From an optimization exercise on the open Yosys and OpenROAD flow, aimed at small area; shortcuts taken in it are not production practice. In this exercise RTL edits were held to simulation tests only and were not proved equivalent to the original. No activity file was given, so power comes from the tool's default toggle rates.

## cpu
module cpu(
    input           clk,
    input           rst,
    output [31:0]   pc,
    input  [31:0]   imem_data,
    output          dmem_en,
    output          dmem_we,
    output [3:0]    dmem_be,
    output [9:0]    dmem_addr,
    output [31:0]   dmem_wdata,
    input  [31:0]   dmem_rdata,
    output [31:0]   out_reg6,
    output [31:0]   out_reg7,
    output [31:0]   out_reg15,
    output [31:0]   out_reg16
);
Size: ~9500 cells after synthesis, about 120000 sq um of cells after synthesis.
Settings: LEC_CHECK=0, ABC_AREA=1, CAP_MARGIN=15, CORE_MARGIN=2, CORE_UTILIZATION=65, PLACE_DENSITY=0.75, SLEW_MARGIN=15; clock period 500.0 ns.
standard.sh (not shown) runs the stock make flow with config.mk's settings and CLKGATE_MAP_FILE= SYNTH_SCRIPT=/design/flow/synth_recipe.tcl, a recipe that flattens the netlist after the stock synthesis.
==> flow/flow/run.sh <==
#!/bin/bash
# 1. the standard synthesis, unchanged.
# 2. Area-oriented re-mapping of its combinational gates (flow/remap.tcl);
#    registers, adder cells and tie cells are untouched.
# 3. the standard layout of that netlist, with ports buffered by the
#    smallest buffer and a clock tree with larger leaf clusters and no
#    dummy loads.
# Each tool's output goes to a log file of its own in this folder.
set -euo pipefail
W=$PWD
bash standard.sh synth > log_1_synth.log 2>&1
R=orfs/results/$FLOW_PLATFORM/cpu/base
cp $R/1_2_yosys.v standard_synth.v
mv orfs orfs_synth
YOSYS=$(command -v yosys || echo $FLOW_HOME/../tools/install/yosys/bin/yosys)
REMAP_LIB=$FLOW_HOME/platforms/$FLOW_PLATFORM/lib/sky130_fd_sc_hd__tt_025C_1v80.lib \
REMAP_IN=$W/standard_synth.v REMAP_OUT=$W/remapped.v REMAP_TOP=$FLOW_TOP \
REMAP_SCRIPT=$W/flow/remap.abc REMAP_DIR=$W \
  $YOSYS -c flow/remap.tcl > log_2_remap.log 2>&1
bash standard.sh \
  "SYNTH_NETLIST_FILES=$W/remapped.v" \
  "BUFFER_PORTS_ARGS=-buffer_cell sky130_fd_sc_hd__buf_1" \
  "CTS_ARGS=-sink_clustering_enable -repair_clock_nets -dont_use_dummy_load -buf_list sky130_fd_sc_hd__clkbuf_8 -sink_clustering_size 16 -sink_clustering_max_diameter 60" \
  finish > log_3_layout.log 2>&1
Other scripts of this flow, unchanged in this note and not shown: flow/flow/remap.abc, flow/flow/remap.tcl
Edit:
--- a/flow/flow/run.sh
+++ b/flow/flow/run.sh
@@ -21,4 +21,5 @@
   "SYNTH_NETLIST_FILES=$W/remapped.v" \
   "BUFFER_PORTS_ARGS=-buffer_cell sky130_fd_sc_hd__buf_1" \
-  "CTS_ARGS=-sink_clustering_enable -repair_clock_nets -dont_use_dummy_load -buf_list sky130_fd_sc_hd__clkbuf_8 -sink_clustering_size 16 -sink_clustering_max_diameter 60" \
+  "RECOVER_POWER=100" \
+  "CTS_ARGS=-sink_clustering_enable -repair_clock_nets -dont_use_dummy_load -buf_list sky130_fd_sc_hd__clkbuf_8 -sink_clustering_size 12 -sink_clustering_max_diameter 100" \
   finish > log_3_layout.log 2>&1
--- a/flow/config.mk
+++ b/flow/config.mk
@@ -7,7 +7,7 @@
 export LEC_CHECK = 0
 export ABC_AREA = 1
-export CAP_MARGIN = 15
+export CAP_MARGIN = 25
 export CORE_MARGIN = 2
-export CORE_UTILIZATION = 65
-export PLACE_DENSITY = 0.75
-export SLEW_MARGIN = 15
+export CORE_UTILIZATION = 55
+export PLACE_DENSITY = 0.65
+export SLEW_MARGIN = 25
Result: Now the flow finished with capacitance limit, slew limit left. Area after synthesis is unchanged. Routed wire length rises by 4.8%. Die area is higher by 18%. Worst setup slack loses 9.7 ns. Power goes up by 1.9%. Cell count increases by 4.1%. First-iteration DRC count fell by 4.2%. Core utilization is lower by 10 points. Global-route usage drops by 5.6 points. Count of clock-buffer cells in the layout rises by 39.
Edit:
--- a/flow/flow/run.sh
+++ b/flow/flow/run.sh
@@ -22,4 +22,5 @@
   "BUFFER_PORTS_ARGS=-buffer_cell sky130_fd_sc_hd__buf_1" \
   "RECOVER_POWER=100" \
+  "POST_GLOBAL_ROUTE_TCL=$W/flow/post_grt.tcl" \
   "CTS_ARGS=-sink_clustering_enable -repair_clock_nets -dont_use_dummy_load -buf_list sky130_fd_sc_hd__clkbuf_8 -sink_clustering_size 12 -sink_clustering_max_diameter 100" \
   finish > log_3_layout.log 2>&1
==> flow/flow/post_grt.tcl (new file) <==
# After power recovery (which downsizes gates off the critical paths), fix
# the slew and capacitance limits again, then update the routing guides.
global_route -start_incremental
repair_design -slew_margin $::env(SLEW_MARGIN) -cap_margin $::env(CAP_MARGIN) -verbose
detailed_placement
global_route -end_incremental
estimate_parasitics -global_routing
report_check_types -max_slew -max_capacitance -violators
write_guides $::env(RESULTS_DIR)/route.guide
--- a/flow/config.mk
+++ b/flow/config.mk
@@ -9,5 +9,5 @@
 export CAP_MARGIN = 25
 export CORE_MARGIN = 2
-export CORE_UTILIZATION = 55
-export PLACE_DENSITY = 0.65
+export CORE_UTILIZATION = 65
+export PLACE_DENSITY = 0.75
 export SLEW_MARGIN = 25
What happened: The changed run finished clean; critical path depth drops by 5; power barely changes; worst hold slack degrades by 0.017 ns; clock power is about the same; cell count went down by 2.9%; cell area came out higher by 1.4%; first-iteration DRC count went up by 8.1%; sequential power stays flat.
Edit:
--- a/flow/flow/run.sh
+++ b/flow/flow/run.sh
@@ -21,6 +21,4 @@
   "SYNTH_NETLIST_FILES=$W/remapped.v" \
   "BUFFER_PORTS_ARGS=-buffer_cell sky130_fd_sc_hd__buf_1" \
-  "RECOVER_POWER=100" \
-  "POST_GLOBAL_ROUTE_TCL=$W/flow/post_grt.tcl" \
-  "CTS_ARGS=-sink_clustering_enable -repair_clock_nets -dont_use_dummy_load -buf_list sky130_fd_sc_hd__clkbuf_8 -sink_clustering_size 12 -sink_clustering_max_diameter 100" \
+  "CTS_ARGS=-sink_clustering_enable -repair_clock_nets -dont_use_dummy_load -buf_list sky130_fd_sc_hd__clkbuf_8 -sink_clustering_size 16 -sink_clustering_max_diameter 60" \
   finish > log_3_layout.log 2>&1
removed: flow/flow/post_grt.tcl
Die area does not change; sequential power hardly moves; power falls by 2.0%; utilization falls by 1.1 points; setup slack gains 4.2 ns; register-to-register slack gains 4.2 ns; routed wire length falls by about 1.1%; clock-buffer cell count falls by 40.

* * *

Setup of run 1:
cpu, a different RTL version from the one above (not shown whole).
Size in the first run: about 14,000 cells after synthesis, about 270 I/O pins.
make LEC_CHECK=0 ABC_AREA=1 CAP_MARGIN=20 CORE_MARGIN=2 CORE_UTILIZATION=30 CTS_BUF_LIST=sky130_fd_sc_hd__clkbuf_8 CTS_CLUSTER_SIZE=20 PLACE_DENSITY=0.4 SLEW_MARGIN=20 finish   # period 500.0 ns
run.sh (not shown) runs the stock make flow with config.mk's settings and CLKGATE_MAP_FILE= SYNTH_SCRIPT=/design/flow/synth_recipe.tcl, a recipe that flattens the netlist after the stock synthesis.
Stock flow here: none of the scripts above is used.
Run 1 ran to completion and came out clean on the timing, DRC and antenna checks.
### run 1 -> run 2
-- flow/config.mk --
<<< run 1, line 12
export CTS_BUF_LIST = sky130_fd_sc_hd__clkbuf_8
export CTS_CLUSTER_SIZE = 20
>>> run 2, line 12
==> summary.txt <==
Run 2 has less setup slack than run 1. Core occupancy in the finished layout up 0.23 points in run 2 wrt run 1. The signed area change from the synthesized netlist to the final layout number comes out lower for run 1 vs run 2. Total power was lower in run 1 than in run 2. Compared run 1 against run 2; area used by sequential logic in the layout within noise. Summary of run 2 over run 1: final-layout worst hold slack now sits at about the same level; routed wire length now sits at about the same level; global-route usage now sits at about the same level; final cell area excluding filler cells now sits higher.

* * *

== v6 ==
Another version of the RTL of cpu (not shown whole).
Size in the first run: about 270 I/O pins, about 0.13 sq mm of cells after synthesis.
export LEC_CHECK = 0
export ABC_AREA = 1
export CAP_MARGIN = 25
export CORE_MARGIN = 2
export CORE_UTILIZATION = 55
export GPL_TIMING_DRIVEN = 0
export PLACE_DENSITY = 0.65
export SLEW_MARGIN = 25
create_clock -name core_clock -period 500.0 [get_ports {clk}]
standard.sh (not shown) runs the stock make flow with config.mk's settings and CLKGATE_MAP_FILE= SYNTH_SCRIPT=/design/flow/synth_recipe.tcl, a recipe that flattens the netlist after the stock synthesis.
==> flow/flow/run.sh <==
#!/bin/bash
# 1. the standard synthesis, unchanged.
# 2. Area-oriented re-mapping of its combinational gates (flow/remap.tcl);
#    registers, adder cells and tie cells are untouched.
# 3. the standard layout of that netlist, with ports buffered by the
#    smallest buffer and a clock tree with larger leaf clusters and no
#    dummy loads.
# Each tool's output goes to a log file of its own in this folder.
set -euo pipefail
W=$PWD
bash standard.sh synth > log_1_synth.log 2>&1
R=orfs/results/$FLOW_PLATFORM/cpu/base
cp $R/1_2_yosys.v standard_synth.v
mv orfs orfs_synth
YOSYS=$(command -v yosys || echo $FLOW_HOME/../tools/install/yosys/bin/yosys)
REMAP_LIB=$FLOW_HOME/platforms/$FLOW_PLATFORM/lib/sky130_fd_sc_hd__tt_025C_1v80.lib \
REMAP_IN=$W/standard_synth.v REMAP_OUT=$W/remapped.v REMAP_TOP=$FLOW_TOP \
REMAP_SCRIPT=$W/flow/remap.abc REMAP_DIR=$W \
  $YOSYS -c flow/remap.tcl > log_2_remap.log 2>&1
bash standard.sh \
  "SYNTH_NETLIST_FILES=$W/remapped.v" \
  "BUFFER_PORTS_ARGS=-buffer_cell sky130_fd_sc_hd__buf_1" \
  "CTS_ARGS=-sink_clustering_enable -repair_clock_nets -dont_use_dummy_load -buf_list sky130_fd_sc_hd__clkbuf_8 -sink_clustering_size 12 -sink_clustering_max_diameter 100" \
  finish > log_3_layout.log 2>&1
Other scripts of this flow, unchanged in this note and not shown: flow/flow/remap.abc, flow/flow/remap.tcl
No stage failed in v6, and the final checks on the layout all came back clean.
The following lists how v7 was set up differently from v6:
- swapping 25 for 40 in SLEW_MARGIN
- clearing GPL_TIMING_DRIVEN, which used to be 0
- swapping 25 for 40 in CAP_MARGIN
### Flow results
v7: done, clean on timing, DRC and antenna
Of v6 and v7, the run reporting the higher worst slack on hold paths was v6.
Going from v6 to v7, setup slack after layout higher, filler cell count in the final layout saw an increase, initial cell density of the core comparable, final total power increased by about 0.45% relative to the old numbers.
Compared with v6, in v7 layout net count dropped 1.4%; non-clock buffer count went down 165.
